From an optimization exercise on the open Yosys and OpenROAD flow, aimed at small area, a short achievable clock period and few clock cycles; shortcuts taken in it are not production practice.
In this exercise RTL edits were held to simulation tests only and were not proved equivalent to the original.
Power is estimated from default activity; no workload was simulated.

==> flow/design.v (outline; a module is shown in full before it is edited, if it fits) <==
// module top: 793 lines
// module booth_row: 26 lines
module top (
	input		start,
	input		reset,
	input 	clk,
	input			load,
	input	[5:0]	load_addr,
	input	[7:0]	a_data,
	input	[7:0]	b_data,
	input	[5:0]	c_addr,
	output reg		done,
	output	[18:0]	c_data
	);
  // ...
==> flow/flow/run.sh <==
#!/bin/bash
# The standard layout, with Yosys's synth run without its early ABC pass
# (-noabc). That pass remaps the compressor tree before extract_fa and leaves
# inverters between the full-adder cells; the flow's own later ABC pass still
# maps all remaining logic. Everything else is the standard flow.
set -euo pipefail
bash standard.sh SYNTH_ARGS=-noabc finish > standard_flow.log 2>&1
==> flow/standard.sh <==
#!/bin/bash
# synth_recipe.tcl (not shown) runs the flow's synth.tcl, then flattens the netlist and writes it again
# the make line also repeats each setting of config.mk as NAME=value (left out here)
make -C /OpenROAD-flow-scripts/flow DESIGN_CONFIG=/design/flow/config.mk WORK_HOME=/design/flow/orfs CLKGATE_MAP_FILE= SYNTH_SCRIPT=/design/flow/synth_recipe.tcl "${@:-finish}"
==> flow/config.mk <==
export PLATFORM = sky130hd
export DESIGN_NAME = top
export DESIGN_NICKNAME = top
export VERILOG_FILES = /design/flow/design.v
export SDC_FILE = /design/flow/constraint.sdc
export NUM_CORES = 4
export LEC_CHECK = 0
export ABC_AREA = 1
export CAP_MARGIN = 5
export CORE_MARGIN = 2
export CORE_UTILIZATION = 40
export CTS_CLUSTER_DIAMETER = 90
export CTS_CLUSTER_SIZE = 28
export SETUP_SLACK_MARGIN = 1.0
export SLEW_MARGIN = 5
==> flow/constraint.sdc <==
create_clock -name core_clock -period 7.0 [get_ports {clk}]
set_input_delay 1.4000 -clock core_clock [delete_from_list [all_inputs] [get_ports {clk}]]
set_output_delay 1.4000 -clock core_clock [all_outputs]
set_load 0.01 [all_outputs]
==> impl_results.md, run 1 <==
* Status: finished clean
* Area leader, netlist: edfxtp_1
* Top post-synthesis cells by area: edfxtp_1, nand2_1, fa_1
* Most frequent cells in the layout: nand2_1, edfxtp_1, nand3_1
* Well Taps at 2854
* Total of max-cap violations at 0
* Total negative slack at 0 ns
* Synth async-reset ratio at 0
* Distinct cells, synth at 44
* Core footprint at 217000 sq um
* Top Consumer: combinational logic
* Max-slew violation count at 0
* Nets@finish at 7286
* WL met3 at 20.0 mm
* Clk latency of the worst-skew pair at 0.79 ns
* WL final at 258 mm
* Hold depth at 0
* M2 GR Usage at 0.362
* Complex-gate fraction of the synthesized area at 0.0154
* Grt met3 use at 0.0305
* Global route hottest layer: met2
* Bufs and invs on worst path at 5
* Antenna cell count at 2
* Post-Synth Adder-Cell Area at 0.0731
* Total chip power at 36.4 mW
* Antenna violations before repair at 13
* RSZ-0062 raised after global routing: no
* Post-synthesis sequential area ratio at 0.716
* Clk pin slew, worst setup/hold paths at 0.11 ns
* Netlist Area Pre-Place at 87500 sq um
* Power in the clock group at 6.43 mW
* Cell family with most CP delay: adder cells
* Clk sinks at 2108
* Critical Path Slowest Stage Cell: fa_1
* FF+latch count at 2108
* Detailed Place HPWL at 179 mm
* Non-filler instance count after layout at 9800
* Antenna Nets Post-Route at 0
Testbench counts, summed over its fixed seeds: cycles 3,680.
==> run 2, diff against run 1 <==
==> flow/config.mk (replaced) <==
export PLATFORM = sky130hd
export DESIGN_NAME = top
export DESIGN_NICKNAME = top
export VERILOG_FILES = /design/flow/design.v
export SDC_FILE = /design/flow/constraint.sdc
export NUM_CORES = 4
export LEC_CHECK = 0
export CAP_MARGIN = 20
export CORE_MARGIN = 2
export CORE_UTILIZATION = 55
export CTS_CLUSTER_DIAMETER = 90
export CTS_CLUSTER_SIZE = 28
export PLACE_DENSITY = 0.68
export SETUP_SLACK_MARGIN = 1.2
export SLEW_MARGIN = 20
==> impl_results.md, run 2 <==
* Period utilization at 0.830
* Sw power at 12.6 mW
* Via/cell ratio at 6.62
* Top post-synthesis cells by area: edfxtp_1, fa_1, mux2i_1
* First-pass DRT Iterations at 6
* Setup WS post-layout at 1.19 ns
* Synth async-reset ratio at 0 (unchanged)
* Netlist Area Pre-Place at 87600 sq um (about the same)
* Die H at 403 um
* Total negative slack at 0 ns (unchanged)
* Clk pwr share at 0.169
* Ys Warns at 4
* Gr usage total at 0.338
* Combinational share of power at 0.433
* Largest net degree at the start of global routing at 168
* Critical path class: in -> reg
* Synth cell count leaders: edfxtp_1, fa_1, nand2_1
* Clk pin slew, worst setup/hold paths at 0.10 ns (about the same)
* First-pass GRT wire length at 379 mm
* Synthesized net count at 5462
* Total of max-cap violations at 0 (unchanged)
* Top FF cell, synth: edfxtp_1
* Wire per inst at 36.3 um
* Die Wd at 403 um
* Area delta synth->final at 12.4%
* Sw Ratio at 0.343
* Maximum VDD drop at 0.00176 V
* Slew @ Worst Pin at 1.18 ns
* Die area at 162000 sq um
* CP endpoint kind: flip-flop
* Post-synth EDFFs at 2048
* CTS Hold Bufs at 0
* Fmax achieved at 0.172 GHz
* Worst R2R Path Depth at 13
* Antenna Nets Post-Route at 0 (unchanged)
* Cell count after synthesis at 5090
* Clock buffer depth at 3
* WL final at 276 mm (+7.1%)
* Relative slew slack at 0.213
* Root Driver: clkbuf_16
* Met1 usage at 0.501
* Gpl congestion at 1.02
* #FFs+latches synth at 2108
* Internal power at 24.1 mW
* IO Count at 52
* Clk sinks at 2108 (unchanged)
* Number of global-route vias before repair at 47900
* Post-synthesis sequential area ratio at 0.716 (about the same)
* Final Hold Fails at 0
* Worst-path fanout max at 19
* Fin Hold WS at 0.402 ns
* Most common cell after layout, fill and taps aside: edfxtp_1
* M2 GR Usage at 0.514 (+0.152)
* Total grt overflow at 0
* Fin Clk Skew at 0.0591 ns
* Hold/Removal Path Class: reg -> reg
* Initial drt markers at 7753
* Global route hottest layer: met2
* Nets@finish at 5880 (-19%)
* Non-filler instance count after layout at 7609 (-22%)
* CTS Buf Count at 88
* IO buf count at 51
* Vias post-DR at 50400
* Antenna violations before repair at 11 (-2)
* Status: finished clean
* Final core occ at 0.622
* Most common cell in the netlist: edfxtp_1
* Crit path DAT at 6.43 ns
* Leak pwr at 33.4 nW
* Pwr dens at 373 nW/um^2
* CP required at 7.62 ns
* Fraction of layout cells with a size suffix above 1 at 0.216
* CTS tree: done
* Clk latency of the worst-skew pair at 0.77 ns (-0.02 ns)
* Distinct cells, synth at 110 (+150%)
* Area leader, netlist: edfxtp_1
* Core footprint at 158000 sq um (-27%)
* Grt met3 use at 0.0486 (+0.0181)
* Starting Density at 0.554
* Category of the worst setup path launch point: input port
* Total placed cells including tap cells at 7458
* Detailed Place HPWL at 196 mm (+9.5%)
* Num rows at 146
* Hold depth at 0 (unchanged)
* DRC viols at 0
* Seq pwr share at 0.398
* RSZ-0062 raised after global routing: yes
* Max-slew violation count at 0 (unchanged)
* H-tree depth at 3
* Area fraction of the dominant cell type after synthesis at 0.702
* Endpoints failing setup at 0
* Syn Area/Cell at 17.2 sq um
* DP Worst Slack at -0.0631 ns
* Minimum clock period at 5.81 ns
* Most frequent cells in the layout: edfxtp_1, buf_4, fa_1
-- run 2: changes by cell type in the layout (fill, tap and decap cells not counted), sizes merged, moves of 179 or more --
cell,before,now
nand2,2160,211
nand3,479,65
nand4,270,4
nor2,429,203
buf,360,571
inv,338,140
mux2i,0,179
-- run 2: final timing paths --
| kind | slack (ns) | startpoint | to |
|---|---|---|---|
| max | 1.19 | c_addr[5] | q32$_DFF_P_ |
| max reg2reg | 1.78 | xb[57][1]$_DFFE_PP_ | q5$_DFF_P_ |
| min reg2reg | 0.40 | wb[63][1]$_DFFE_PP_ | xb[63][1]$_DFFE_PP_ |
| min | 0.40 | wb[63][1]$_DFFE_PP_ | xb[63][1]$_DFFE_PP_ |
-- run 2: final cells by class --
class | instances | area, sq um
sequential | 2108 | 62700
fill | 11300 | 59700
multi-input combinational | 2567 | 24400
timing repair buffer | 603 | 5660
tap | 2072 | 2590
clock buffer | 101 | 2340
inverter | 140 | 533
clock inverter | 16 | 249
antenna | 2 | 5.00
-- run 2: metrics by stage --
step / power [mW] / area, sq um
floorplan: 23.6 / 88100
global placement: 29.9 / 94600
detailed placement: 30.2 / 94700
CTS: 36.3 / 97900
global route: 38.6 / 98500
finish: 36.7 / 98500
-- run 2: per-layer routing --
| metal | share of wire | vias up |
|---|---|---|
| met5 | 0.000029 | - |
| met4 | 0.044 | 2 |
| met3 | 0.093 | 416 |
| met2 | 0.45 | 2855 |
| met1 | 0.41 | 26200 |
| li1 | - | 20900 |
-- run 2: kinds of logic (layout without fill, tap and decap cells) --
family,after synthesis,after routing,synth area share
fa+ha+maj,346,346,0.0738
simple gates,727,727,0.0403
other cells,0,2,0
flops,2108,2108,0.716
xor+xnor,43,43,0.00447
buf+inv,416,860,0.0219
compound gates,1103,1104,0.0947
mux,347,347,0.0488
-- run 2: power by group through the flow --
stage	clock, mW	sequential, mW	combinational [mW]
2_1_floorplan	0	14.8	8.79
3_3_place_gp	0	14.9	15.0
3_5_place_dp	0	14.9	15.3
4_1_cts	6.27	14.6	15.4
5_1_grt	6.66	14.6	17.3
6_report	6.20	14.6	15.9
-- run 2: repair_timing --
action	CTS	global route
pin swaps	16	16
gates cloned	3	3
resized for setup	103	100
endpoints found under the setup margin	49	45
buffers inserted	13	13
-- run 2: worst max-delay path, stage by stage --
cell	delay [ns]
buf_12	0.15
buf_4	0.21
buf_4	0.20
and4b_1	0.22
a2111oi_4	0.44
buf_6	0.21
a21o_1	0.23
and2_0	0.25
nor3_4	0.09
a221o_1	0.35
fa_1	0.56
inv_1	0.09
fa_1	0.48
fa_1	0.48
fa_1	0.59
fa_2	0.43
==> run 3, diff against run 2 <==
==> flow/run.sh (new file) <==
#!/bin/bash
# synth_recipe.tcl (not shown) runs the flow's synth.tcl, then flattens the netlist and writes it again
# the make line also repeats each setting of config.mk as NAME=value (left out here)
make -C /OpenROAD-flow-scripts/flow DESIGN_CONFIG=/design/flow/config.mk WORK_HOME=/design/flow/orfs CLKGATE_MAP_FILE= SYNTH_SCRIPT=/design/flow/synth_recipe.tcl finish
--- a/flow/config.mk
+++ b/flow/config.mk
@@ -7,2 +7,3 @@
 export LEC_CHECK = 0
+export ABC_AREA = 1
 export CAP_MARGIN = 20
@@ -13,3 +14,3 @@
 export PLACE_DENSITY = 0.68
-export SETUP_SLACK_MARGIN = 1.2
+export SETUP_SLACK_MARGIN = 1.5
 export SLEW_MARGIN = 20
removed: flow/flow/run.sh
removed: flow/standard.sh
==> impl_results.md, run 3 <==
* Synthesized net count at 6976 (+28%)
* DRC viols at 0 (unchanged)
* CTS Buf Count at 91 (+3.4%)
* CP required at 7.63 ns (about the same)
* Fin Clk Skew at 0.0700 ns (+0.0109 ns)
* Number of global-route vias before repair at 50500 (+5.5%)
* Final core occ at 0.634 (+0.0120)
* Minimum clock period at 5.58 ns (-0.229 ns)
* Top FF cell, synth: edfxtp_1
* Antenna Nets Post-Route at 0 (unchanged)
* CTS tree: done
* Area delta synth->final at 14.6%
* Period utilization at 0.797 (-0.0328)
* Maximum VDD drop at 0.00157 V (-11%)
* Area leader, netlist: edfxtp_1
* Clk pin slew, worst setup/hold paths at 0.10 ns (about the same)
* Most frequent cells in the layout: edfxtp_1, nand2_1, inv_1
* Total of max-cap violations at 0 (unchanged)
* Post-synthesis sequential area ratio at 0.715 (-0.000848)
* Non-filler instance count after layout at 9353 (+23%)
* Fmax achieved at 0.179 GHz (+4.1%)
* Total negative slack at 0 ns (unchanged)
* Detailed Place HPWL at 174 mm (-11%)
* Relative slew slack at 0.193 (-0.0196)
* Largest net degree at the start of global routing at 172 (+2.4%)
* Die area at 163000 sq um (+0.12%)
* IO buf count at 51 (unchanged)
* Initial drt markers at 6956 (-10%)
* Critical path class: in -> reg
* Gpl congestion at 0.989 (-3.0%)
* Final Hold Fails at 0 (unchanged)
* Endpoints failing setup at 0 (unchanged)
* H-tree depth at 3 (unchanged)
* Reg2reg start: xa[47][1]$_DFFE_PP_
* Cell count after synthesis at 6648 (+31%)
* Hold Path Origin: wa[10][5]$_DFFE_PP_
* Netlist Area Pre-Place at 87700 sq um (+0.12%)
* CTS Hold Bufs at 0 (unchanged)
* Root Driver: clkbuf_16
* Num rows at 146 (unchanged)
* Total grt overflow at 0 (unchanged)
* RSZ-0062 raised after global routing: yes
* Clk latency of the worst-skew pair at 0.79 ns (+0.02 ns)
* Core footprint at 158000 sq um (+0.12%)
* First-pass GRT wire length at 359 mm (-5.1%)
* Via/cell ratio at 5.73 (-13%)
* Fin Hold WS at 0.417 ns (+0.0146 ns)
* Crit path DAT at 6.21 ns (-0.22 ns)
* Max-slew violation count at 0 (unchanged)
* Category of the worst setup path launch point: input port
* Die Wd at 403 um (about the same)
* Synth async-reset ratio at 0 (unchanged)
* Vias post-DR at 53600 (+6.5%)
* Wire per inst at 27.5 um (-24%)
* Area fraction of the dominant cell type after synthesis at 0.701 (-0.000832)
* Top post-synthesis cells by area: edfxtp_1, nand2_1, fa_1
* Die H at 403 um (about the same)
* First-pass DRT Iterations at 6 (unchanged)
* Gr usage total at 0.314 (-0.0240)
* Leak pwr at 39.0 nW (+17%)
* Starting Density at 0.554 (about the same)
* Pwr dens at 378 nW/um^2 (+1.5%)
* Fill count at 11600 (+2.7%)
* Status: finished clean
* #FFs+latches synth at 2108 (unchanged)
* Synth cell count leaders: edfxtp_1, nand2_1, inv_1
* Ys Warns at 4 (unchanged)
* FF/Latch Area at 62700 sq um (about the same)
* Syn Area/Cell at 13.2 sq um (-23%)
* Post-synth EDFFs at 2048 (unchanged)
* Nets@finish at 7590 (+29%)
* Fraction of layout cells with a size suffix above 1 at 0.180 (-0.0368)
* Distinct cells, synth at 58 (-47%)
* Most common cell in the netlist: edfxtp_1
* CP endpoint kind: flip-flop
* Hold/Removal Path Class: reg -> reg
* Clock buffer depth at 3 (unchanged)
* Multi-input combinational cell area at 23000 sq um (-5.8%)
* Most common cell after layout, fill and taps aside: edfxtp_1
* Antenna violations before repair at 6 (-5)
* Total placed cells including tap cells at 9082 (+22%)
* Slew @ Worst Pin at 1.21 ns (+0.0322 ns)
* Worst-path fanout max at 36 (+17)
* Crit path from: c_addr[3]
* Antenna cell count at 0 (-2)
* IO Count at 52 (unchanged)
* WL final at 258 mm (-6.7%)
* Clk sinks at 2108 (unchanged)
## run 3: changes by cell type after synthesis, moves of 60 or more
cell      previous run  this run
xor2_1               5        67
nand4_1              4       188
nor2_1             198       358
nand3_1             65       436
mux2_2             115         0
clkbuf_1            99        39
a221o_1             70         0
mux2i_1            175         0
o21ai_0            153        77
inv_1              129       653
a21oi_1            175       113
a221oi_1           125         0
o22ai_1             82        13
nand2_1            209      1780
## run 3: power by group
part | total [mW] | internal, mW | switching, mW
clock | 6.30 | 2.54 | 3.76
sequential | 14.6 | 14.5 | 0.140
combinational | 17.1 | 7.08 | 10.0
total | 38.0 | 24.1 | 13.9
## run 3: cells by family (layout without fill, tap and decap cells)
| kind of cell | Yosys count | count (layout) | share of synthesized area |
|---|---|---|---|
| adder cells (fa/ha/maj) | 296 | 296 | 0.0648 |
| AND/OR/NAND/NOR | 2929 | 2934 | 0.145 |
| flip-flops | 2108 | 2108 | 0.715 |
| buffers and inverters | 877 | 1504 | 0.0420 |
| XOR/XNOR | 75 | 75 | 0.00749 |
| AO/OA/AOI/OAI | 363 | 364 | 0.0253 |
## run 3: per-stage QoR
stage / power (mW) / instance area [sq um] / setup slack (ns)
after floorplan: 24.3 / 88200 / 1.39
after global placement: 30.5 / 94500 / 0.124
after detailed placement: 30.9 / 94500 / 0.0518
after CTS: 37.7 / 99400 / 1.45
after global routing: 40.3 / 100000 / 1.34
final: 38.0 / 100000 / 1.42
## run 3: critical path, stage by stage
cell	delay [ns]
buf_4	0.14
inv_6	0.06
buf_4	0.14
nand3_4	0.09
inv_4	0.05
buf_12	0.17
buf_4	0.18
a21oi_1	0.31
nand4_1	0.21
buf_4	0.23
o211ai_1	0.58
fa_2	0.62
fa_1	0.41
fa_1	0.52
fa_1	0.54
inv_1	0.07
fa_1	0.46
## run 3: path summary, 6_finish.rpt
path                    endpoint  slack [ns]  depth (start not counted)
max                   q3$_DFF_P_        1.42                         17
min          xa[10][5]$_DFFE_PP_        0.42                          0
max reg2reg          q32$_DFF_P_        2.33                         19
min reg2reg  xa[10][5]$_DFFE_PP_        0.42                          0
## run 3: layer usage
metal | GRT usage | part of all wire | vias to the layer above
met2 | 0.488 | 0.46 | 2641
met4 | 0.120 | 0.047 | 2
li1 | - | - | 23900
met1 | 0.451 | 0.40 | 26700
met5 | 0 | 0.000054 | -
met3 | 0.0530 | 0.10 | 389
## run 3: area by class of cell
type / instances / area share
tap: 2072 / 0.0258
sequential: 2108 / 0.624
clock buffer: 95 / 0.0234
multi-input combinational: 3669 / 0.229
timing repair buffer: 685 / 0.0670
inverter: 707 / 0.0272
clock inverter: 17 / 0.00377
## run 3: repair_timing
| action | in CTS | in global routing |
|---|---|---|
| setup endpoints to repair | 56 | 49 |
| pin swaps | 93 | 104 |
| cloned | 18 | 6 |
| buffers inserted | 88 | 47 |
| gates resized for setup | 298 | 177 |
==> run 4, diff against run 3 <==
==> flow/flow/run.sh (new file) <==
#!/bin/bash
# The standard layout with two changes to how it is made:
#  - Yosys's synth runs without its early ABC pass (-noabc), which otherwise
#    remaps the compressor tree before extract_fa and leaves inverters between
#    the full-adder cells (the flow's later ABC pass still maps the rest);
#  - the port buffers that placement inserts on every input and output are
#    buf_4 cells instead of the delay cells buffer_ports picks by default.
# Everything else, from floorplan to the final DEF, is the standard flow.
set -euo pipefail
bash standard.sh SYNTH_ARGS=-noabc "BUFFER_PORTS_ARGS=-buffer_cell sky130_fd_sc_hd__buf_4" finish > standard_flow.log 2>&1
==> flow/standard.sh (new file) <==
#!/bin/bash
# synth_recipe.tcl (not shown) runs the flow's synth.tcl, then flattens the netlist and writes it again
# the make line also repeats each setting of config.mk as NAME=value (left out here)
make -C /OpenROAD-flow-scripts/flow DESIGN_CONFIG=/design/flow/config.mk WORK_HOME=/design/flow/orfs CLKGATE_MAP_FILE= SYNTH_SCRIPT=/design/flow/synth_recipe.tcl "${@:-finish}"
--- a/flow/config.mk
+++ b/flow/config.mk
@@ -10,7 +10,6 @@
 export CORE_MARGIN = 2
-export CORE_UTILIZATION = 55
+export CORE_UTILIZATION = 40
 export CTS_CLUSTER_DIAMETER = 90
 export CTS_CLUSTER_SIZE = 28
-export PLACE_DENSITY = 0.68
-export SETUP_SLACK_MARGIN = 1.5
+export SETUP_SLACK_MARGIN = 1.0
 export SLEW_MARGIN = 20
removed: flow/run.sh
==> impl_results.md, run 4 <==
* Starting Density at 0.403 (-0.151)
* Total negative slack at 0 ns (unchanged)
* Pwr dens at 373 nW/um^2 (-1.5%)
* Reg2reg start: xa[34][4]$_DFFE_PP_
* Wire per inst at 26.5 um (-3.8%)
* Core footprint at 217000 sq um (+37%)
* H-tree depth at 3 (unchanged)
* Synthesized net count at 6989 (+0.19%)
* Most common cell after layout, fill and taps aside: nand2_1
* RSZ-0062 raised after global routing: no
* Die area at 223000 sq um (+37%)
* Slew @ Worst Pin at 1.21 ns (+0.000405 ns)
* IO buf count at 51 (unchanged)
* Antenna Nets Post-Route at 0 (unchanged)
* Critical Path Slowest Stage Cell: fa_1
* Synth async-reset ratio at 0 (unchanged)
* Area fraction of the dominant cell type after synthesis at 0.703 (+0.00127)
* Fill count at 19400 (+67%)
* Total chip power at 35.8 mW (-5.9%)
* Netlist Area Pre-Place at 87500 sq um (-0.18%)
* Number of global-route vias before repair at 49800 (-1.5%)
* CP required at 7.62 ns (about the same)
* Die Wd at 472 um (+17%)
* Relative slew slack at 0.193 (-0.000271)
* Category of the worst setup path launch point: input port
* Crit path from: c_addr[5]
* Area delta synth->final at 9.72%
* Hold Path Origin: wb[53][7]$_DFFE_PP_
* Synth cell count leaders: nand2_1, edfxtp_1, nand3_1
* Seq pwr share at 0.409 (+0.025)
* Nets@finish at 7217 (-4.9%)
* Status: finished clean
* Total of max-cap violations at 0 (unchanged)
* First-pass GRT wire length at 362 mm (+0.84%)
* Fmax achieved at 0.170 GHz (-5.2%)
* Initial drt markers at 7054 (+1.4%)
* Top FF cell, synth: edfxtp_1
* Internal power at 22.9 mW (-4.7%)
* Sw Ratio at 0.359 (-0.00808)
* Worst setup path endpoint: q21$_DFF_P_
* Clock buffer depth at 3 (unchanged)
* CP endpoint kind: flip-flop
* Critical-path cell list: buf_6 -> inv_2 -> nand3_4 -> inv_2 -> buf_12 -> nand2_1 -> nand2_1 -> nor2_1 -> nand2_1 -> inv_1 -> buf_4 -> nand2_1 -> nand4_1 -> nand3_1 -> nand2_1 -> fa_1 -> fa_1 -> fa_1 -> fa_1 -> fa_1
* DP Worst Slack at 0.278 ns (+0.226 ns)
* Post-synthesis sequential area ratio at 0.716 (+0.00130)
* R2r endpoint: q21$_DFF_P_
* Ys Warns at 4 (unchanged)
* Clk sinks at 2108 (unchanged)
* Combinational share of power at 0.412 (-0.038)
* Detailed Place HPWL at 176 mm (+0.71%)
* Area leader, netlist: edfxtp_1
* Via/cell ratio at 5.37 (-6.3%)
* Num rows at 171 (+17%)
* Die H at 472 um (+17%)
* Clk pin slew, worst setup/hold paths at 0.10 ns (about the same)
* Root Driver: clkbuf_16
* Worst R2R Path Depth at 13 (-6)
* Endpoints failing setup at 0 (unchanged)
* Critical Path Stages at 20 (+3)
* Gpl congestion at 0.936 (-5.4%)
* Cell family with most CP delay: adder cells
* Largest net degree at the start of global routing at 192 (+12%)
* Setup WS post-layout at 1.12 ns (-0.306 ns)
* Max incr delay on CP at 0.72 ns (+0.10 ns)
* Fraction of layout cells with a size suffix above 1 at 0.0953 (-0.0843)
* Vias post-DR at 52300 (-2.5%)
* Crit path DAT at 6.50 ns (+0.29 ns)
* DRC viols at 0 (unchanged)
* Fin Clk Skew at 0.0729 ns (+0.00294 ns)
* CTS Buf Count at 93 (+2.2%)
* Reg-to-reg slack, setup at 2.23 ns (-0.10 ns)
* Maximum VDD drop at 0.000603 V (-62%)
* Post-synth EDFFs at 2048 (unchanged)
* WL final at 258 mm (about the same)
* Clk pwr share at 0.180 (+0.014)
* First-pass DRT Iterations at 8 (+2)
* Bufs and invs on worst path at 6 (-2)
* Cell count after synthesis at 6617 (-0.47%)
* Critical path class: in -> reg
* Sw power at 12.8 mW (-8.0%)
* Final Hold Fails at 0 (unchanged)
* Most common cell in the netlist: nand2_1
* Leak pwr at 36.2 nW (-7.2%)
* Syn Area/Cell at 13.2 sq um (+0.29%)
* Worst-path fanout max at 18 (-50%)
* Total grt overflow at 0 (unchanged)
* Clk latency of the worst-skew pair at 0.80 ns (about the same)
* #FFs+latches synth at 2108 (unchanged)
* Minimum clock period at 5.88 ns (+0.306 ns)
* Max-slew violation count at 0 (unchanged)
* Gr usage total at 0.228 (-0.0867)
* Hold/Removal Path Class: reg -> reg
* Period utilization at 0.841 (+0.0437)
* Most frequent cells in the layout: nand2_1, edfxtp_1, nand3_1
* Distinct cells, synth at 44 (-24%)
* Top post-synthesis cells by area: edfxtp_1, nand2_1, fa_1
* IO Count at 52 (unchanged)
* CTS tree: done
* Antenna violations before repair at 5 (-1)
-- run 4: how the worst min path moves through the flow --
| stage | slack, ns | cells after the start | end |
|---|---|---|---|
| after global placement | 0.40 | 0 | xa[40][5]$_DFFE_PP_ |
| after global routing | 0.39 | 0 | xb[53][7]$_DFFE_PP_ |
| after detailed placement | 0.40 | 0 | xa[10][1]$_DFFE_PP_ |
| final | 0.40 | 0 | xb[53][7]$_DFFE_PP_ |
| after floorplan | 0.40 | 0 | xa[0][0]$_DFFE_PP_ |
| after CTS | 0.38 | 0 | xb[53][7]$_DFFE_PP_ |
-- run 4: kinds of logic after synthesis --
kind of cell	count (synthesis)	synth area share
flip-flops	2108	0.716
AO/OA/AOI/OAI	246	0.0154
buffers and inverters	521	0.0264
AND/OR/NAND/NOR	3376	0.166
XOR/XNOR	26	0.00260
adder cells (fa/ha/maj)	340	0.0731
-- run 4: what timing repair did --
action / 4_1_cts / 5_1_grt
endpoints found under the setup margin: 0 / 27
resized for setup: 0 / 14
endpoints found under the hold margin: 0 / 0
buffers inserted: 0 / 12
hold buffers: 0 / 0
-- run 4: power groups by stage --
stage	clock network [mW]	registers, mW	logic (mW)
floorplan	0	14.8	8.74
global placement	0	14.9	14.4
detailed placement	0	14.9	14.8
CTS	6.57	14.6	14.8
global route	6.94	14.7	16.3
finish	6.44	14.6	14.7
-- run 4: area by class of cell --
class	instances	area, sq um	share of cell area
well taps	2854	3570	0.0372
repair buffers	321	2910	0.0303
flip-flops and latches	2108	62700	0.653
clock buffers	96	2340	0.0244
inverters	333	1260	0.0131
multi-input cells	3988	22800	0.237
diodes	5	12.5	0.000130
clock inverters	25	438	0.00456
-- run 4: routing by layer --
metal  vias up  wire length, um  GRT usage
li1      23400                -          -
met1     26400           111000      0.332
met2      2160           120000      0.363
met3       278            19000     0.0267
met4         2             7560     0.0621
met5         -               13          0
-- run 4: worst register-to-register path: cells and delay by family, from the launching register on --
kind,cells,cell delay (ns)
adders and majority gates,5,2.59
DFF,1,0.37
and+or+nand+nor,8,1.64
-- run 4: per-stage QoR --
stage / util / std cells / hold slack [ns] / cell area [sq um]
after floorplan: - / 6617 / 0.400 / 87500
after global placement: 0.428 / 9588 / 0.400 / 93000
after detailed placement: 0.428 / 9589 / 0.405 / 93000
after CTS: 0.441 / 9710 / 0.382 / 95800
after global routing: 0.442 / 9726 / 0.387 / 96000
final: 0.442 / 9730 / 0.395 / 96000
==> run 5, diff against run 4 <==
--- a/flow/config.mk
+++ b/flow/config.mk
@@ -10,6 +10,7 @@
 export CORE_MARGIN = 2
-export CORE_UTILIZATION = 40
+export CORE_UTILIZATION = 55
 export CTS_CLUSTER_DIAMETER = 90
 export CTS_CLUSTER_SIZE = 28
-export SETUP_SLACK_MARGIN = 1.0
+export PLACE_DENSITY = 0.68
+export SETUP_SLACK_MARGIN = 1.2
 export SLEW_MARGIN = 20
==> impl_results.md, run 5 <==
* Status: finished clean
* Gpl congestion at 1.02 (+9.0%)
* Area leader, netlist: edfxtp_1
* Category of the worst setup path launch point: input port
* DRC viols at 0 (unchanged)
* CTS Buf Count at 91 (-2.2%)
* Core footprint at 158000 sq um (-27%)
* Fin Clk Skew at 0.0489 ns (-0.0240 ns)
* Area delta synth->final at 8.71%
* Endpoints failing setup at 0 (unchanged)
* Final core occ at 0.601 (+0.160)
* First-pass GRT wire length at 353 mm (-2.7%)
* Total of max-cap violations at 0 (unchanged)
* First-pass DRT Iterations at 9 (+1)
* Initial drt markers at 7578 (+7.4%)
* Antenna violations before repair at 3 (-2)
* Detailed Place HPWL at 170 mm (-3.1%)
* Most frequent cells in the layout: nand2_1, edfxtp_1, nand3_1
* Hold/Removal Path Class: reg -> reg
* Clk sinks at 2108 (unchanged)
* R2r endpoint: q42$_DFF_P_
* Clk latency of the worst-skew pair at 0.76 ns (-0.04 ns)
* CP endpoint kind: flip-flop
* Cell count after synthesis at 6617 (unchanged)
* Most common cell in the netlist: nand2_1
* Via/cell ratio at 5.90 (+9.9%)
* WL final at 247 mm (-4.0%)
* Synth async-reset ratio at 0 (unchanged)
* Hold depth at 0 (unchanged)
* Final Hold Fails at 0 (unchanged)
* Crit path from: c_addr[5]
* Post-synth EDFFs at 2048 (unchanged)
* Clk pin slew, worst setup/hold paths at 0.10 ns (about the same)
* IO buf count at 51 (unchanged)
* Netlist Area Pre-Place at 87500 sq um (unchanged)
* Largest net degree at the start of global routing at 167 (-13%)
* Die area at 162000 sq um (-27%)
* Relative slew slack at 0.198 (+0.00506)
* Gr usage total at 0.305 (+0.0776)
* Worst-path fanout max at 74 (+56)
* Most common cell after layout, fill and taps aside: nand2_1
* Fraction of layout cells with a size suffix above 1 at 0.100 (+0.00469)
* Minimum clock period at 5.72 ns (-0.167 ns)
* #FFs+latches synth at 2108 (unchanged)
* Num rows at 146 (-15%)
* Syn Area/Cell at 13.2 sq um (unchanged)
* Die H at 403 um (-15%)
* Maximum VDD drop at 0.00133 V (+120%)
* Slew @ Worst Pin at 1.20 ns (-0.0104 ns)
* CTS Hold Bufs at 0 (unchanged)
* Reg-to-reg slack, setup at 2.23 ns (about the same)
* Fill count at 12000 (-38%)
* Clock buffer depth at 3 (unchanged)
* Hold EP: xa[15][6]$_DFFE_PP_
* RSZ-0062 raised after global routing: yes
* Top FF cell, synth: edfxtp_1
* Reg2reg start: xb[29][1]$_DFFE_PP_
* CP required at 7.62 ns (about the same)
* Nets@finish at 7231 (+0.19%)
* Vias post-DR at 52900 (+1.2%)
* Root Driver: clkbuf_16
* Area fraction of the dominant cell type after synthesis at 0.703 (unchanged)
* Critical path class: in -> reg
* Antenna Nets Post-Route at 0 (unchanged)
* Period utilization at 0.817 (-0.0238)
* Hold Path Origin: wa[15][6]$_DFFE_PP_
* Total grt overflow at 0 (unchanged)
* Starting Density at 0.553 (+0.151)
* Worst R2R Path Depth at 16 (+3)
* Top post-synthesis cells by area: edfxtp_1, nand2_1, fa_1
* Leak pwr at 36.3 nW (+0.12%)
* Distinct cells, synth at 44 (unchanged)
* Antenna cell count at 0 (-5)
* Wire per inst at 27.6 um (+4.2%)
* CTS tree: done
* Pwr dens at 372 nW/um^2 (about the same)
* H-tree depth at 3 (unchanged)
* Synthesized net count at 6989 (unchanged)
* Max-slew violation count at 0 (unchanged)
* Number of global-route vias before repair at 50500 (+1.5%)
* Synth cell count leaders: nand2_1, edfxtp_1, nand3_1
* Fmax achieved at 0.175 GHz (+2.9%)
* Ys Warns at 4 (unchanged)
* Crit path DAT at 6.34 ns (-0.16 ns)
* Total negative slack at 0 ns (unchanged)
* Post-synthesis sequential area ratio at 0.716 (unchanged)
* Die Wd at 403 um (-15%)
* IO Count at 52 (unchanged)
## run 5: metrics by stage
step                      instance area [sq um]  hold WS, ns  cells  setup slack, ns  total power, mW
after CTS                                 94800        0.409   8943             1.13             35.4
final                                     95200        0.410   8961             1.28             35.4
after global placement                    92000        0.400   8820            0.229             28.8
after floorplan                           87500        0.400   6617             1.42             23.6
after detailed placement                  92000        0.405   8820            0.205             29.3
after global routing                      95200        0.417   8961             1.18             37.5
## run 5: critical path: stages
cell     delay, ns
buf_4         0.13
buf_12        0.24
buf_12        0.32
nand4_1       0.23
nand2_1       0.12
nor2_1        0.05
nand3_1       0.31
nand2_2       0.25
nand2_2       0.28
nand2_1       0.10
nand3_1       0.11
nand2_1       0.09
fa_1          0.54
fa_1          0.60
fa_1          0.44
fa_1          0.54
fa_1          0.40
## run 5: layout make-up
type / instances / area [sq um] / area share
clock buffers: 103 / 2410 / 0.0253
clock inverters: 20 / 300 / 0.00316
inverters: 333 / 1300 / 0.0137
well taps: 2072 / 2590 / 0.0272
multi-input cells: 3988 / 22900 / 0.241
flip-flops and latches: 2108 / 62700 / 0.659
repair buffers: 337 / 2930 / 0.0308
## run 5: worst max path at each step
| stage | slack, ns | endpoint | cells after the start |
|---|---|---|---|
| 2_1_floorplan | 1.42 | q21$_DFF_P_ | 21 |
| 3_3_place_gp | 0.23 | q42$_DFF_P_ | 20 |
| 3_5_place_dp | 0.21 | q42$_DFF_P_ | 20 |
| 4_1_cts | 1.13 | q42$_DFF_P_ | 20 |
| 5_1_grt | 1.18 | q42$_DFF_P_ | 18 |
| 6_report | 1.28 | q21$_DFF_P_ | 17 |
## run 5: cell families (layout without fill, tap and decap cells)
| group | after synthesis | after routing | share of synthesized area |
|---|---|---|---|
| compound gates | 246 | 246 | 0.0154 |
| buf+inv | 521 | 793 | 0.0264 |
| xor+xnor | 26 | 26 | 0.00260 |
| flops | 2108 | 2108 | 0.716 |
| fa+ha+maj | 340 | 340 | 0.0731 |
| simple gates | 3376 | 3376 | 0.166 |
## run 5: timing repair
action                                  in CTS  in global routing
resized for setup                           12                 64
endpoints found under the setup margin      29                 40
pin swaps                                    0                  6
cloned                                       0                  0
buffers inserted                             0                 18
## run 5: power breakdown
part	switching, mW	internal [mW]
registers	0.154	14.4
clock network	3.76	2.58
logic	8.59	5.89
## run 5: layer usage
layer  wire (um)  global-route usage  up-vias
met5          13                   0        -
met4       11600               0.131        2
met3       23900              0.0438      409
met2      112000               0.468     2790
met1       99500               0.443    26300
li1            -                   -    23400
==> run 6, diff against run 5 <==
--- a/flow/config.mk
+++ b/flow/config.mk
@@ -14,3 +14,3 @@
 export PLACE_DENSITY = 0.68
-export SETUP_SLACK_MARGIN = 1.2
+export SETUP_SLACK_MARGIN = 2.0
 export SLEW_MARGIN = 20
==> impl_results.md, run 6 <==
* Status: finished clean
* Ys Warns at 4 (unchanged)
* Via/cell ratio at 6.01 (+1.8%)
* Vias post-DR at 55500 (+4.9%)
* Final Hold Fails at 0 (unchanged)
* Core footprint at 158000 sq um (unchanged)
* Die H at 403 um (unchanged)
* Critical-path cell list: buf_16 -> buf_12 -> nor3_4 -> buf_12 -> buf_8 -> nand2_1 -> nand2_4 -> nor2_4 -> nand2_8 -> buf_12 -> nand2_8 -> nand2_4 -> nand2_1 -> ha_1 -> inv_1 -> fa_2 -> fa_1 -> fa_2 -> fa_2 -> fa_2
* Wire per inst at 28.9 um (+4.8%)
* Leak pwr at 38.8 nW (+6.9%)
* Root Driver: clkbuf_16
* Area leader, netlist: edfxtp_1
* CP endpoint kind: flip-flop
* Total chip power at 39.2 mW (+11%)
* Area fraction of the dominant cell type after synthesis at 0.703 (unchanged)
* Main combinational cell family by area after synthesis: simple AND/OR/NAND/NOR gates
* Global route hottest layer: met2
* Syn Area/Cell at 13.2 sq um (unchanged)
* IO Count at 52 (unchanged)
* Number of global-route vias before repair at 51700 (+2.4%)
* Clock buffer depth at 3 (unchanged)
* Clk latency of the worst-skew pair at 0.79 ns (+0.03 ns)
* Period utilization at 0.764 (-0.0528)
* Hold/Removal Path Class: reg -> reg
* #FFs+latches synth at 2108 (unchanged)
* Post-Synth Adder-Cell Area at 0.0731 (unchanged)
* Grt met3 use at 0.0471 (+0.00329)
* Setup WS post-layout at 1.65 ns (+0.370 ns)
* Distinct cells, synth at 44 (unchanged)
* Critical path class: in -> reg
* Gpl congestion at 0.973 (-4.6%)
* Category of the worst setup path launch point: input port
* Most used cell, CP: fa_2
* IO buf count at 51 (unchanged)
* Num rows at 146 (unchanged)
* CTS Buf Count at 91 (unchanged)
* Synth Area in XOR/XNOR at 0.00260 (unchanged)
* Detailed Place HPWL at 171 mm (+0.72%)
* CP required at 7.69 ns (+0.07 ns)
* Slew @ Worst Pin at 1.19 ns (-0.0138 ns)
* Largest net degree at the start of global routing at 175 (+4.8%)
* CTS Hold Bufs at 0 (unchanged)
* CTS tree: done
* Netlist Area Pre-Place at 87500 sq um (unchanged)
* Nets@finish at 7504 (+3.8%)
* First-pass DRT Iterations at 8 (-1)
* Most common cell in the netlist: nand2_1
* Cell count after synthesis at 6617 (unchanged)
* Total grt overflow at 0 (unchanged)
* Die area at 162000 sq um (unchanged)
* Most frequent cells in the layout: edfxtp_1, nand2_1, nand3_1
* Mux share of post-synthesis cell area at 0 (unchanged)
* Synth Area in Simple Gates at 0.166 (unchanged)
* Crit path DAT at 6.04 ns (-0.30 ns)
* Max-slew violation count at 0 (unchanged)
* Post-synth EDFFs at 2048 (unchanged)
* Synth cell count leaders: nand2_1, edfxtp_1, nand3_1
* First-pass GRT wire length at 368 mm (+4.5%)
* Top FF cell, synth: edfxtp_1
* Synthesized net count at 6989 (unchanged)
* Non-filler instance count after layout at 9234 (+3.0%)
* Clk pin slew, worst setup/hold paths at 0.10 ns (about the same)
* Relative slew slack at 0.207 (+0.00919)
* Total placed cells including tap cells at 8764 (-0.63%)
* Fmax achieved at 0.187 GHz (+6.9%)
* Fin Hold WS at 0.396 ns (-0.0146 ns)
* WL final at 267 mm (+8.0%)
* Gr usage total at 0.321 (+0.0158)
* Fin Clk Skew at 0.0705 ns (+0.0217 ns)
* Fraction of layout cells with a size suffix above 1 at 0.230 (+0.130)
* Die Wd at 403 um (unchanged)
* Endpoints failing setup at 0 (unchanged)
* Most common cell after layout, fill and taps aside: edfxtp_1
* Area delta synth->final at 17.1%
* Pwr dens at 382 nW/um^2 (+2.6%)
* Antenna violations before repair at 8 (+5)
* H-tree depth at 3 (unchanged)
* Met1 usage at 0.464 (+0.0210)
* Clk sinks at 2108 (unchanged)
* Critical Path Slowest Stage Cell: fa_2
* Reg-to-reg slack, setup at 2.42 ns (+0.19 ns)
* Maximum VDD drop at 0.00246 V (+86%)
* Total negative slack at 0 ns (unchanged)
* DP Worst Slack at 0.314 ns (+0.109 ns)
* Worst-path fanout max at 7 (-91%)
* Complex-gate fraction of the synthesized area at 0.0154 (unchanged)
* Max incr delay on CP at 0.62 ns (+0.02 ns)
* Fill count at 11200 (-6.9%)
* Post-synthesis sequential area ratio at 0.716 (unchanged)
* RSZ-0062 raised after global routing: yes
* Synth async-reset ratio at 0 (unchanged)
* DRC viols at 0 (unchanged)
* Top post-synthesis cells by area: edfxtp_1, nand2_1, fa_1
* M2 GR Usage at 0.502 (+0.0340)
* Total of max-cap violations at 0 (unchanged)
* Minimum clock period at 5.35 ns (-0.370 ns)
* Initial drt markers at 8109 (+7.0%)
* Antenna Nets Post-Route at 0 (unchanged)
* Starting Density at 0.553 (unchanged)
run 6: cell counts after synthesis:
Identical to the previous run, type by type.
run 6: path summary, 6_finish.rpt:
path,depth (start not counted),end,start
worst max-delay path,20,q8$_DFF_P_,c_addr[5]
worst min-delay path,0,xb[57][3]$_DFFE_PP_,wb[57][3]$_DFFE_PP_
worst max register to register,15,q3$_DFF_P_,xb[29][1]$_DFFE_PP_
worst min register to register,0,xb[57][3]$_DFFE_PP_,wb[57][3]$_DFFE_PP_
run 6: critical path: cells and delay by family:
kind / cells / cell delay (ns)
adder cells (fa/ha/maj): 6 / 2.93
buffers and inverters: 6 / 0.80
AND/OR/NAND/NOR: 8 / 0.86
run 6: timing repair:
action                                  in CTS  in global routing
endpoints found under the setup margin      57                 51
buffers inserted                           215                 96
cloned                                      24                 12
resized for setup                          800                384
pin swaps                                  261                227
run 6: report_power, final:
part	leakage (nW)	internal (mW)	switching, mW	total, mW
combinational	17.7	8.11	10.1	18.2
clock	1.30	2.52	3.84	6.36
sequential	19.7	14.5	0.169	14.6
run 6: cell type report:
cell class | instances | area, sq um | area share
antenna | 3 | 7.51 | 0.0000733
clock buffer | 100 | 2330 | 0.0228
clock inverter | 20 | 369 | 0.00360
inverter | 333 | 1510 | 0.0148
multi-input combinational | 3989 | 26200 | 0.256
sequential | 2108 | 62700 | 0.612
tap | 2072 | 2590 | 0.0253
timing repair buffer | 602 | 6600 | 0.0644
timing repair inverter | 7 | 111 | 0.00109
run 6: cells by family (layout without fill, tap and decap cells):
group	count (synthesis)	in the layout
other cells	0	3
flops	2108	2108
fa+ha+maj	340	340
simple gates	3376	3377
xor+xnor	26	26
compound gates	246	246
buf+inv	521	1062
run 6: through the flow:
stage	area (sq um)	utilization
2_1_floorplan	88000	-
3_3_place_gp	91900	0.581
3_5_place_dp	91900	0.581
4_1_cts	100000	0.632
5_1_grt	102000	0.648
6_report	102000	0.648
run 6: per-layer routing:
layer	routed length (um)	part of all wire
met5	0	0
met2	123000	0.46
met3	27900	0.10
met4	12400	0.047
met1	103000	0.39
==> run 7, diff against run 6 <==
--- a/flow/config.mk
+++ b/flow/config.mk
@@ -14,3 +14,3 @@
 export PLACE_DENSITY = 0.68
-export SETUP_SLACK_MARGIN = 2.0
+export SETUP_SLACK_MARGIN = 1.5
 export SLEW_MARGIN = 20
==> impl_results.md, run 7 <==
* Sw Ratio at 0.353 (-0.00616)
* Period utilization at 0.777 (+0.0132)
* Critical path class: in -> reg
* Internal power at 23.1 mW (-8.0%)
* Slew @ Worst Pin at 1.19 ns (+0.00358 ns)
* IO buf count at 51 (unchanged)
* Die Wd at 403 um (unchanged)
* #FFs+latches synth at 2108 (unchanged)
* Num rows at 146 (unchanged)
* Leak pwr at 36.6 nW (-5.5%)
* Post-DP Area at 92000 sq um (+0.11%)
* Gpl congestion at 0.976 (+0.30%)
* Clk sinks at 2108 (unchanged)
* Clk pin slew, worst setup/hold paths at 0.11 ns (about the same)
* Fill count at 12000 (+6.9%)
* Post-synth EDFFs at 2048 (unchanged)
* WL final at 254 mm (-4.9%)
* Fin Clk Skew at 0.0526 ns (-0.0179 ns)
* Synthesized net count at 6989 (unchanged)
* Final Hold Fails at 0 (unchanged)
* RSZ-0062 raised after global routing: yes
* Total of max-cap violations at 0 (unchanged)
* First-pass DRT Iterations at 6 (-2)
* Most used cell, CP: fa_1
* Category of the worst setup path launch point: input port
* CTS tree: done
* Crit path DAT at 6.05 ns (about the same)
* Reg-to-reg slack, setup at 2.43 ns (about the same)
* Minimum clock period at 5.44 ns (+0.0925 ns)
* Critical-path cell list: buf_12 -> inv_6 -> nand3_4 -> buf_8 -> nor2_2 -> a21oi_2 -> and2_1 -> nand2_1 -> nand2_1 -> nand2_4 -> nand2_1 -> nand3_1 -> nand2_1 -> fa_1 -> inv_1 -> fa_1 -> fa_1 -> fa_1 -> fa_1
* Synth async-reset ratio at 0 (unchanged)
* CTS Hold Bufs at 0 (unchanged)
* Core footprint at 158000 sq um (unchanged)
* Total grt overflow at 0 (unchanged)
* Pwr dens at 371 nW/um^2 (-2.8%)
* Maximum VDD drop at 0.00244 V (-0.69%)
* DRC viols at 0 (unchanged)
* Clk pwr share at 0.176 (+0.014)
* Most frequent cells in the layout: edfxtp_1, nand2_1, nand3_1
* Nets@finish at 7258 (-3.3%)
* Cell count after synthesis at 6617 (unchanged)
* Design area at 96100 sq um (-6.2%)
* Cell family with most CP delay: adder cells
* Hold depth at 0 (unchanged)
* Sw power at 12.6 mW (-10%)
* Status: finished clean
* Relative slew slack at 0.205 (-0.00239)
* Critical Path Slowest Stage Cell: fa_1
* Max-slew violation count at 0 (unchanged)
* Area leader, netlist: edfxtp_1
* Synth cell count leaders: nand2_1, edfxtp_1, nand3_1
* Detailed Place HPWL at 175 mm (+1.9%)
* Max incr delay on CP at 0.59 ns (-0.03 ns)
* Top post-synthesis cells by area: edfxtp_1, nand2_1, fa_1
* Final core occ at 0.607 (-0.0403)
* Fraction of layout cells with a size suffix above 1 at 0.114 (-0.116)
* Total negative slack at 0 ns (unchanged)
* Distinct cells, synth at 44 (unchanged)
* Endpoints failing setup at 0 (unchanged)
* Critical Path Stages at 19 (-5.0%)
* Area fraction of the dominant cell type after synthesis at 0.703 (unchanged)
* Hold/Removal Path Class: reg -> reg
* Antenna violations before repair at 3 (-5)
* Worst-path fanout max at 18 (+11)
* Fmax achieved at 0.184 GHz (-1.7%)
* CP endpoint kind: flip-flop
* Root Driver: clkbuf_16
* Top FF cell, synth: edfxtp_1
* Gr usage total at 0.311 (-0.0103)
* Bufs and invs on worst path at 4 (-2)
* Syn Area/Cell at 13.2 sq um (unchanged)
* Number of global-route vias before repair at 49900 (-3.4%)
* Most common cell after layout, fill and taps aside: edfxtp_1
* H-tree depth at 3 (unchanged)
* Worst R2R Path Depth at 15 (unchanged)
* Largest net degree at the start of global routing at 176 (+0.57%)
* Vias post-DR at 53100 (-4.3%)
* Wire per inst at 28.3 um (-2.3%)
* CP required at 7.61 ns (-0.08 ns)
* Ys Warns at 4 (unchanged)
* WL met3 at 22.1 mm (-21%)
* Post-synthesis sequential area ratio at 0.716 (unchanged)
* Netlist Area Pre-Place at 87500 sq um (unchanged)
* Clock buffer depth at 3 (unchanged)
* Most common cell in the netlist: nand2_1
* Seq pwr share at 0.409 (+0.036)
* CTS Buf Count at 90 (-1.1%)
* Clk latency of the worst-skew pair at 0.75 ns (-0.04 ns)
* Initial drt markers at 8221 (+1.4%)
* Die H at 403 um (unchanged)
* First-pass GRT wire length at 357 mm (-3.1%)
* Max Used Layer: met4
* Area delta synth->final at 9.80%
* WL met1 at 102 mm (-1.0%)
* Fin Hold WS at 0.409 ns (+0.0128 ns)
* IO Count at 52 (unchanged)
* Combinational share of power at 0.415 (-0.049)
* Die area at 162000 sq um (unchanged)
* Met2 Wirelength at 119 mm (-3.9%)
* Starting Density at 0.553 (unchanged)
* Antenna Nets Post-Route at 0 (unchanged)
* Via/cell ratio at 5.91 (-1.7%)
-- run 7: area by class of cell --
type                            count  area (sq um)  share of cell area
Antenna cell                        1          2.50           0.0000260
Clock buffer                      101          2380              0.0247
Clock inverter                     17           278             0.00289
Inverter                          333          1360              0.0141
Multi-Input combinational cell   3989         23300               0.243
Sequential cell                  2108         62700               0.652
Tap cell                         2072          2590              0.0270
Timing Repair Buffer              364          3460              0.0360
-- run 7: power by group through the flow --
stage / registers (mW) / clock network (mW) / logic [mW]
after floorplan: 14.8 / 0 / 8.75
after global placement: 14.9 / 0 / 14.2
after detailed placement: 14.9 / 0 / 14.6
after CTS: 14.6 / 6.34 / 14.7
after global routing: 14.6 / 6.74 / 16.5
final: 14.6 / 6.27 / 14.8
-- run 7: per-layer routing --
| metal | up-vias | track usage |
|---|---|---|
| met5 | - | 0 |
| met4 | 0 | 0.114 |
| met3 | 373 | 0.0312 |
| met2 | 2749 | 0.490 |
| met1 | 26500 | 0.456 |
| li1 | 23500 | - |
-- run 7: cells by family (layout without fill, tap and decap cells) --
group,count (synthesis),after routing,share of synthesized area
other,0,1,0
buffers and inverters,521,815,0.0264
AO/OA/AOI/OAI,246,246,0.0154
adder cells (fa/ha/maj),340,340,0.0731
XOR/XNOR,26,26,0.00260
AND/OR/NAND/NOR,3376,3377,0.166
flip-flops,2108,2108,0.716
-- run 7: final timing paths --
| check | from | end |
|---|---|---|
| max reg2reg | xb[46][5]$_DFFE_PP_ | q21$_DFF_P_ |
| min reg2reg | wb[33][7]$_DFFE_PP_ | xb[33][7]$_DFFE_PP_ |
| min | wb[33][7]$_DFFE_PP_ | xb[33][7]$_DFFE_PP_ |
| max | c_addr[5] | q42$_DFF_P_ |
-- run 7: repair_timing --
action / in CTS / in global routing
setup buffers: 18 / 32
setup endpoints to repair: 41 / 44
gates cloned: 1 / 5
resized for setup: 98 / 129
pin swaps: 17 / 26
-- run 7: per-stage QoR --
stage	total power, mW	worst slack [ns]	instances
final	35.7	1.56	8985
after global routing	37.9	1.48	8984
after CTS	35.6	1.50	8946
after detailed placement	29.5	0.161	8809
after global placement	29.1	0.188	8808
after floorplan	23.6	1.51	6617
==> run 8, diff against run 7 <==
--- a/flow/config.mk
+++ b/flow/config.mk
@@ -14,3 +14,3 @@
 export PLACE_DENSITY = 0.68
-export SETUP_SLACK_MARGIN = 1.5
+export SETUP_SLACK_MARGIN = 1.7
 export SLEW_MARGIN = 20
==> impl_results.md, run 8 <==
* Pwr dens at 377 nW/um^2 (+1.5%)
* Synth cell count leaders: nand2_1, edfxtp_1, nand3_1
* Relative slew slack at 0.208 (+0.00319)
* Number of global-route vias before repair at 50100 (+0.25%)
* DRC viols at 0 (unchanged)
* Total grt overflow at 0 (unchanged)
* Final Hold Fails at 0 (unchanged)
* Fin Hold WS at 0.393 ns (-0.0151 ns)
* Die H at 403 um (unchanged)
* Max incr delay on CP at 0.65 ns (+0.06 ns)
* Area leader, netlist: edfxtp_1
* Cell count after synthesis at 6617 (unchanged)
* Top FF cell, synth: edfxtp_1
* Endpoints failing setup at 0 (unchanged)
* Leak pwr at 37.4 nW (+2.0%)
* Most common cell in the netlist: nand2_1
* Status: finished clean
* Die area at 162000 sq um (unchanged)
* Area delta synth->final at 12.4%
* Clk pwr share at 0.170 (-0.006)
* CP endpoint kind: flip-flop
* Maximum VDD drop at 0.00219 V (-10%)
* Clk sinks at 2108 (unchanged)
* Bufs and invs on worst path at 5 (+1)
* WL final at 257 mm (+1.3%)
* Slew @ Worst Pin at 1.19 ns (-0.00477 ns)
* Syn Area/Cell at 13.2 sq um (unchanged)
* Most common cell after layout, fill and taps aside: edfxtp_1
* Total negative slack at 0 ns (unchanged)
* CTS tree: done
* Worst-path fanout max at 13 (-5)
* Nets@finish at 7337 (+1.1%)
* Gr usage total at 0.310 (-0.00134)
* Antenna Nets Post-Route at 0 (unchanged)
* Wire per inst at 28.4 um (+0.44%)
* Ys Warns at 4 (unchanged)
* Non-filler instance count after layout at 9060 (+0.83%)
* Setup WS post-layout at 1.65 ns (+0.0901 ns)
* Core footprint at 158000 sq um (unchanged)
* Starting Density at 0.553 (unchanged)
* Minimum clock period at 5.35 ns (-0.0901 ns)
* Sw Ratio at 0.356 (+0.00324)
* RSZ-0062 raised after global routing: yes
* Largest net degree at the start of global routing at 182 (+3.4%)
* #FFs+latches synth at 2108 (unchanged)
* Post-synth EDFFs at 2048 (unchanged)
* Combinational share of power at 0.435 (+0.020)
* Critical path class: in -> reg
* CTS Buf Count at 91 (+1.1%)
* Clk pin slew, worst setup/hold paths at 0.10 ns (about the same)
* Category of the worst setup path launch point: input port
* IO buf count at 51 (unchanged)
* Synthesized net count at 6989 (unchanged)
* Fraction of layout cells with a size suffix above 1 at 0.154 (+0.0394)
* Total of max-cap violations at 0 (unchanged)
* Critical Path Slowest Stage Cell: fa_2
* Distinct cells, synth at 44 (unchanged)
* Post-synthesis sequential area ratio at 0.716 (unchanged)
* Antenna violations before repair at 3 (unchanged)
* First-pass GRT wire length at 356 mm (-0.36%)
* Period utilization at 0.764 (-0.0129)
* First-pass DRT Iterations at 7 (+1)
* Synth async-reset ratio at 0 (unchanged)
* Root Driver: clkbuf_16
* Clock buffer depth at 3 (unchanged)
* Num rows at 146 (unchanged)
* IO Count at 52 (unchanged)
* Sw power at 13.2 mW (+4.8%)
* Initial drt markers at 7832 (-4.7%)
* Hold/Removal Path Class: reg -> reg
* Seq pwr share at 0.394 (-0.015)
* Total placed cells including tap cells at 8778 (-0.35%)
* Netlist Area Pre-Place at 87500 sq um (unchanged)
* Detailed Place HPWL at 171 mm (-1.8%)
* Top post-synthesis cells by area: edfxtp_1, nand2_1, fa_1
* Clk latency of the worst-skew pair at 0.79 ns (+0.04 ns)
* Max-slew violation count at 0 (unchanged)
* Fmax achieved at 0.187 GHz (+1.7%)
* Most frequent cells in the layout: edfxtp_1, nand2_1, nand3_1
* Die Wd at 403 um (unchanged)
* H-tree depth at 3 (unchanged)
* Critical-path cell list: buf_16 -> clkinv_16 -> nand3_4 -> buf_12 -> clkinv_8 -> clkbuf_16 -> nand2_1 -> nand2_1 -> nor2_2 -> nand2_2 -> nand2_1 -> nand2_4 -> nand3_1 -> nand2_1 -> nand2_1 -> nand2_1 -> fa_2 -> fa_1 -> fa_1 -> fa_1 -> fa_1
* Internal power at 23.8 mW (+3.3%)
* Gpl congestion at 0.989 (+1.3%)
* Crit path DAT at 5.94 ns (-0.11 ns)
* CP required at 7.59 ns (-0.02 ns)
* Cell family with most CP delay: adder cells
* Via/cell ratio at 5.92 (+0.13%)
* Most used cell, CP: nand2_1
* Area fraction of the dominant cell type after synthesis at 0.703 (unchanged)
* Fin Clk Skew at 0.0981 ns (+0.0454 ns)
* Vias post-DR at 53600 (+0.97%)
* DP Worst Slack at 0.401 ns (+0.240 ns)
-- run 8: cell types whose count changed in the layout (fill, tap and decap cells not counted), moves of 19 or more --
| cell | before | now |
|---|---|---|
| nand2_1 | 2039 | 1972 |
| fa_1 | 270 | 218 |
| fa_2 | 16 | 68 |
| buf_4 | 297 | 334 |
| nand2_4 | 41 | 71 |
| nand2_2 | 80 | 109 |
| nor2_1 | 330 | 304 |
| buf_6 | 15 | 35 |
| nand3_1 | 458 | 438 |
| nor2_4 | 48 | 67 |
-- run 8: layout make-up --
class / instances / area, sq um
clock inverters: 21 / 405
inverters: 333 / 1460
well taps: 2072 / 2590
multi-input cells: 3990 / 24400
flip-flops and latches: 2108 / 62700
fillers: 11600 / 59900
diodes: 1 / 2.50
clock buffers: 94 / 2310
repair buffers: 437 / 4410
repair inverters: 4 / 45.0
-- run 8: power groups by stage --
stage | clock network, mW | registers, mW | logic, mW
after floorplan | 0 | 14.8 | 8.88
after global placement | 0 | 14.9 | 14.2
after detailed placement | 0 | 14.9 | 14.8
after CTS | 6.38 | 14.6 | 15.4
after global routing | 6.76 | 14.6 | 17.8
final | 6.31 | 14.6 | 16.1
-- run 8: logic make-up (layout without fill, tap and decap cells) --
group | count (synthesis) | count (layout) | share of synthesized area
flops | 2108 | 2108 | 0.716
other cells | 0 | 1 | 0
simple gates | 3376 | 3378 | 0.166
buf+inv | 521 | 889 | 0.0264
fa+ha+maj | 340 | 340 | 0.0731
compound gates | 246 | 246 | 0.0154
xor+xnor | 26 | 26 | 0.00260
-- run 8: repair_timing --
action                     CTS  global route
cloned                       6            15
hold buffers                 0             0
pin swaps                   39           106
resized for setup          223           270
buffers inserted            50            95
setup endpoints to repair   46            48
-- run 8: worst paths after layout --
path / start / end / slack [ns] / cells past startpoint
worst max register to register: xb[43][5]$_DFFE_PP_ / q21$_DFF_P_ / 2.45 / 16
worst min-delay path: wa[61][1]$_DFFE_PP_ / xa[61][1]$_DFFE_PP_ / 0.39 / 0
worst max-delay path: c_addr[5] / q21$_DFF_P_ / 1.65 / 21
worst min register to register: wa[61][1]$_DFFE_PP_ / xa[61][1]$_DFFE_PP_ / 0.39 / 0
-- run 8: worst register-to-register path: stages, from the launching register on --
cell	delay, ns
edfxtp_1	0.45
nand4_1	0.12
o21ai_1	0.13
nor2_1	0.20
nand2_2	0.15
buf_6	0.21
nand2_2	0.13
nand2_8	0.11
inv_4	0.10
nand2_1	0.06
nand3_1	0.08
nand2_2	0.10
fa_2	0.62
fa_1	0.46
fa_1	0.50
fa_1	0.55
fa_1	0.42
-- run 8: stage by stage --
step | total power, mW | utilization | cell area, sq um
floorplan | 23.7 | - | 88000
global placement | 29.1 | 0.582 | 92100
detailed placement | 29.7 | 0.582 | 92100
CTS | 36.4 | 0.609 | 96300
global route | 39.2 | 0.622 | 98300
finish | 37.1 | 0.622 | 98300
-- run 8: metal layers --
metal / track usage / wire [um] / up-vias
met5: 0 / 0 / -
met4: 0.137 / 14500 / 0
met3: 0.0472 / 25000 / 471
met2: 0.479 / 118000 / 3028
met1: 0.441 / 99900 / 26500
li1: - / - / 23600
==> run 9, diff against run 8 <==
--- a/flow/config.mk
+++ b/flow/config.mk
@@ -10,7 +10,7 @@
 export CORE_MARGIN = 2
-export CORE_UTILIZATION = 55
+export CORE_UTILIZATION = 65
 export CTS_CLUSTER_DIAMETER = 90
 export CTS_CLUSTER_SIZE = 28
-export PLACE_DENSITY = 0.68
-export SETUP_SLACK_MARGIN = 1.7
+export PLACE_DENSITY = 0.78
+export SETUP_SLACK_MARGIN = 1.5
 export SLEW_MARGIN = 20
==> impl_results.md, run 9 <==
* Antenna Nets Post-Route at 0 (unchanged)
* First-pass DRT Iterations at 6 (-1)
* Detailed Place HPWL at 169 mm (-1.3%)
* Total chip power at 36.8 mW (-0.79%)
* Total grt overflow at 0 (unchanged)
* Clock buffer depth at 3 (unchanged)
* Max-slew violation count at 0 (unchanged)
* DP Worst Slack at 0.367 ns (-0.0340 ns)
* Num rows at 134 (-8.2%)
* Area delta synth->final at 9.58%
* Die area at 138000 sq um (-15%)
* Hold EP: xa[7][2]$_DFFE_PP_
* Largest net degree at the start of global routing at 160 (-12%)
* Gpl congestion at 1.03 (+4.5%)
* Area leader, netlist: edfxtp_1
* Clk sinks at 2108 (unchanged)
* Period utilization at 0.791 (+0.0271)
* Antenna violations before repair at 5 (+2)
* Root Driver: clkbuf_16
* CP endpoint kind: flip-flop
* Synthesized net count at 6989 (unchanged)
* CTS tree: done
* #FFs+latches synth at 2108 (unchanged)
* CTS Hold Bufs at 0 (unchanged)
* Most common cell after layout, fill and taps aside: edfxtp_1
* Minimum clock period at 5.54 ns (+0.189 ns)
* Top FF cell, synth: edfxtp_1
* Pwr dens at 383 nW/um^2 (+1.7%)
* CTS Buf Count at 89 (-2.2%)
* Hold/Removal Path Class: reg -> reg
* Synth cell count leaders: nand2_1, edfxtp_1, nand3_1
* Fill count at 8427 (-27%)
* WL final at 249 mm (-3.0%)
* Vias post-DR at 54200 (+1.1%)
* R2r endpoint: q13$_DFF_P_
* Fmax achieved at 0.181 GHz (-3.4%)
* Relative slew slack at 0.197 (-0.0104)
* Category of the worst setup path launch point: input port
* Max incr delay on CP at 0.59 ns (-0.06 ns)
* Total negative slack at 0 ns (unchanged)
* Worst-path fanout max at 14 (+1)
* Post-synthesis sequential area ratio at 0.716 (unchanged)
* Clk latency of the worst-skew pair at 0.76 ns (-0.03 ns)
* Clk pin slew, worst setup/hold paths at 0.10 ns (about the same)
* RSZ-0062 raised after global routing: yes
* First-pass GRT wire length at 351 mm (-1.3%)
* Setup WS post-layout at 1.46 ns (-0.189 ns)
* Wire per inst at 28.7 um (+1.1%)
* Fin Clk Skew at 0.0493 ns (-0.0487 ns)
* Final Hold Fails at 0 (unchanged)
* Most common cell in the netlist: nand2_1
* Reg-to-reg slack, setup at 2.48 ns (+0.03 ns)
* Total of max-cap violations at 0 (unchanged)
* Gr usage total at 0.364 (+0.0542)
* Maximum VDD drop at 0.00114 V (-48%)
* Leak pwr at 36.7 nW (-1.9%)
* Hold Path Origin: wa[7][2]$_DFFE_PP_
* FF/Latch Area at 62700 sq um (unchanged)
* Netlist Area Pre-Place at 87500 sq um (unchanged)
* Multi-input combinational cell area at 23500 sq um (-3.8%)
* Area fraction of the dominant cell type after synthesis at 0.703 (unchanged)
* Synth async-reset ratio at 0 (unchanged)
* Worst R2R Path Depth at 13 (-3)
* Cell count after synthesis at 6617 (unchanged)
* Slew @ Worst Pin at 1.20 ns (+0.0156 ns)
* H-tree depth at 3 (unchanged)
* Status: finished clean
* IO Count at 52 (unchanged)
* Crit path DAT at 6.15 ns (+0.21 ns)
* Fraction of layout cells with a size suffix above 1 at 0.120 (-0.0335)
* Syn Area/Cell at 13.2 sq um (unchanged)
* Nets@finish at 7278 (-0.80%)
* Die Wd at 371 um (-7.9%)
* IO buf count at 51 (unchanged)
* Post-synth EDFFs at 2048 (unchanged)
* Via/cell ratio at 6.24 (+5.4%)
* Distinct cells, synth at 44 (unchanged)
* Ys Warns at 4 (unchanged)
* Top post-synthesis cells by area: edfxtp_1, nand2_1, fa_1
* Reg2reg start: xa[15][1]$_DFFE_PP_
* Die H at 371 um (-7.9%)
* Hold depth at 0 (unchanged)
* Number of global-route vias before repair at 51200 (+2.2%)
* CP required at 7.61 ns (+0.02 ns)
* Most frequent cells in the layout: edfxtp_1, nand2_1, nand3_1
* Critical Path Slowest Stage Cell: fa_1
* Critical-path cell list: buf_6 -> nor2_4 -> nand2_1 -> clkinv_4 -> buf_12 -> nand2_1 -> nand2_1 -> inv_1 -> nand2_1 -> nor2_4 -> inv_2 -> nand2_1 -> o211ai_1 -> o21ai_1 -> buf_4 -> fa_1 -> fa_1 -> fa_2 -> fa_1 -> fa_1
* DRC viols at 0 (unchanged)
* Endpoints failing setup at 0 (unchanged)
* Critical path class: in -> reg
* Core footprint at 134000 sq um (-16%)
* Most used cell, CP: nand2_1
* Starting Density at 0.655 (+0.102)
* Initial drt markers at 8412 (+7.4%)
run 9: cell counts after synthesis:
Identical to the previous run, type by type.
run 9: what timing repair did:
action                                  4_1_cts  5_1_grt
gates cloned                                  2        2
setup buffers                                17       52
endpoints found under the setup margin       41       45
gates resized for setup                      79      192
pin swaps                                    12       42
run 9: worst max path at each step:
stage,depth (start not counted),slack (ns),to,from
detailed placement,16,0.37,q32$_DFF_P_,c_addr[1]
CTS,21,1.50,q3$_DFF_P_,c_addr[5]
finish,20,1.46,q3$_DFF_P_,c_addr[4]
floorplan,19,1.51,q8$_DFF_P_,c_addr[5]
global route,20,1.42,q42$_DFF_P_,c_addr[2]
global placement,15,0.41,q21$_DFF_P_,c_addr[1]
run 9: worst max-delay path: cells and delay by family:
family / cells / cell delay (ns)
fa+ha+maj: 5 / 2.53
simple gates: 7 / 1.10
buf+inv: 6 / 0.89
compound gates: 2 / 0.18
run 9: stage by stage:
step / util / cells / cell area (sq um) / hold WS [ns]
2_1_floorplan: - / 6617 / 87600 / 0.400
3_3_place_gp: 0.686 / 8508 / 91700 / 0.400
3_5_place_dp: 0.686 / 8509 / 91700 / 0.405
4_1_cts: 0.709 / 8632 / 94700 / 0.410
5_1_grt: 0.718 / 8688 / 95900 / 0.424
6_report: 0.718 / 8693 / 95900 / 0.408
run 9: logic make-up (layout without fill, tap and decap cells):
family,count (synthesis),after routing,share of synthesized area
adder cells (fa/ha/maj),340,340,0.0731
XOR/XNOR,26,26,0.00260
other,0,6,0
AO/OA/AOI/OAI,246,246,0.0154
flip-flops,2108,2108,0.716
buffers and inverters,521,823,0.0264
AND/OR/NAND/NOR,3376,3376,0.166
run 9: power breakdown:
group,internal [mW],total [mW],switching [mW]
clock,2.41,6.08,3.68
combinational,6.83,16.1,9.23
sequential,14.4,14.6,0.168
run 9: area by class of cell:
type                       count  area share
antenna                        6    0.000157
clock buffer                  91      0.0237
clock inverter                13     0.00241
inverter                     333      0.0139
multi-input combinational   3988       0.245
sequential                  2108       0.654
tap                         1768      0.0231
timing repair buffer         386      0.0379
run 9: metal layers:
metal	routed length, um	global-route usage
met3	32300	0.0721
met5	13	0
met2	112000	0.548
met4	12400	0.153
met1	92600	0.528

-- separate check: timing with driven ports --
The flow's constraints put no driver on any port. The routed layouts listed below were extracted and timed again, unchanged, in two steps. Step 1 assumes that a clkbuf_16 drives the clock port and a buf_2 every other input. Step 2 moves the port delays by t, midway between the first and last clock arrival at a register: inputs arrive t later, outputs are due t later. That takes back most of the time a late clock gives input paths. Three values: no drivers, after step 1, after step 2; two values: the first two.
| run | t (ns) | setup slack, ns | clock arrival spread, ns | slew at the worst register clock pin (ns) | worst data-port slew with drivers (ns) |
|---|---|---|---|---|---|
| run 1 | 0.851 | 1.114 / 1.129 / 0.278 | 0.059 / 0.059 | 0.11 / 0.11 | 0.11 |
| run 2 | 0.822 | 1.192 / 1.150 / 0.329 | 0.060 / 0.059 | 0.12 / 0.12 | 0.20 |
| run 3 | 0.842 | 1.421 / 1.476 / 0.634 | 0.073 / 0.074 | 0.11 / 0.11 | 0.05 |
| run 4 | 0.844 | 1.115 / 1.117 / 0.274 | 0.073 / 0.073 | 0.11 / 0.11 | 0.14 |
| run 5 | 0.824 | 1.282 / 1.336 / 0.513 | 0.050 / 0.049 | 0.11 / 0.11 | 0.05 |
| run 6 | 0.834 | 1.652 / 1.534 / 0.700 | 0.071 / 0.071 | 0.11 / 0.11 | 0.21 |
| run 7 | 0.817 | 1.559 / 1.523 / 0.767 | 0.053 / 0.053 | 0.11 / 0.11 | 0.07 |
| run 8 | 0.822 | 1.649 / 1.558 / 0.736 | 0.100 / 0.100 | 0.11 / 0.11 | 0.18 |
| run 9 | 0.816 | 1.460 / 1.509 / 0.693 | 0.049 / 0.049 | 0.11 / 0.11 | 0.09 |
After both steps every run listed still meets setup and hold. The setup slack of run 6, which loses most, moves by -0.118 ns with the drivers and by -0.952 ns with both steps.
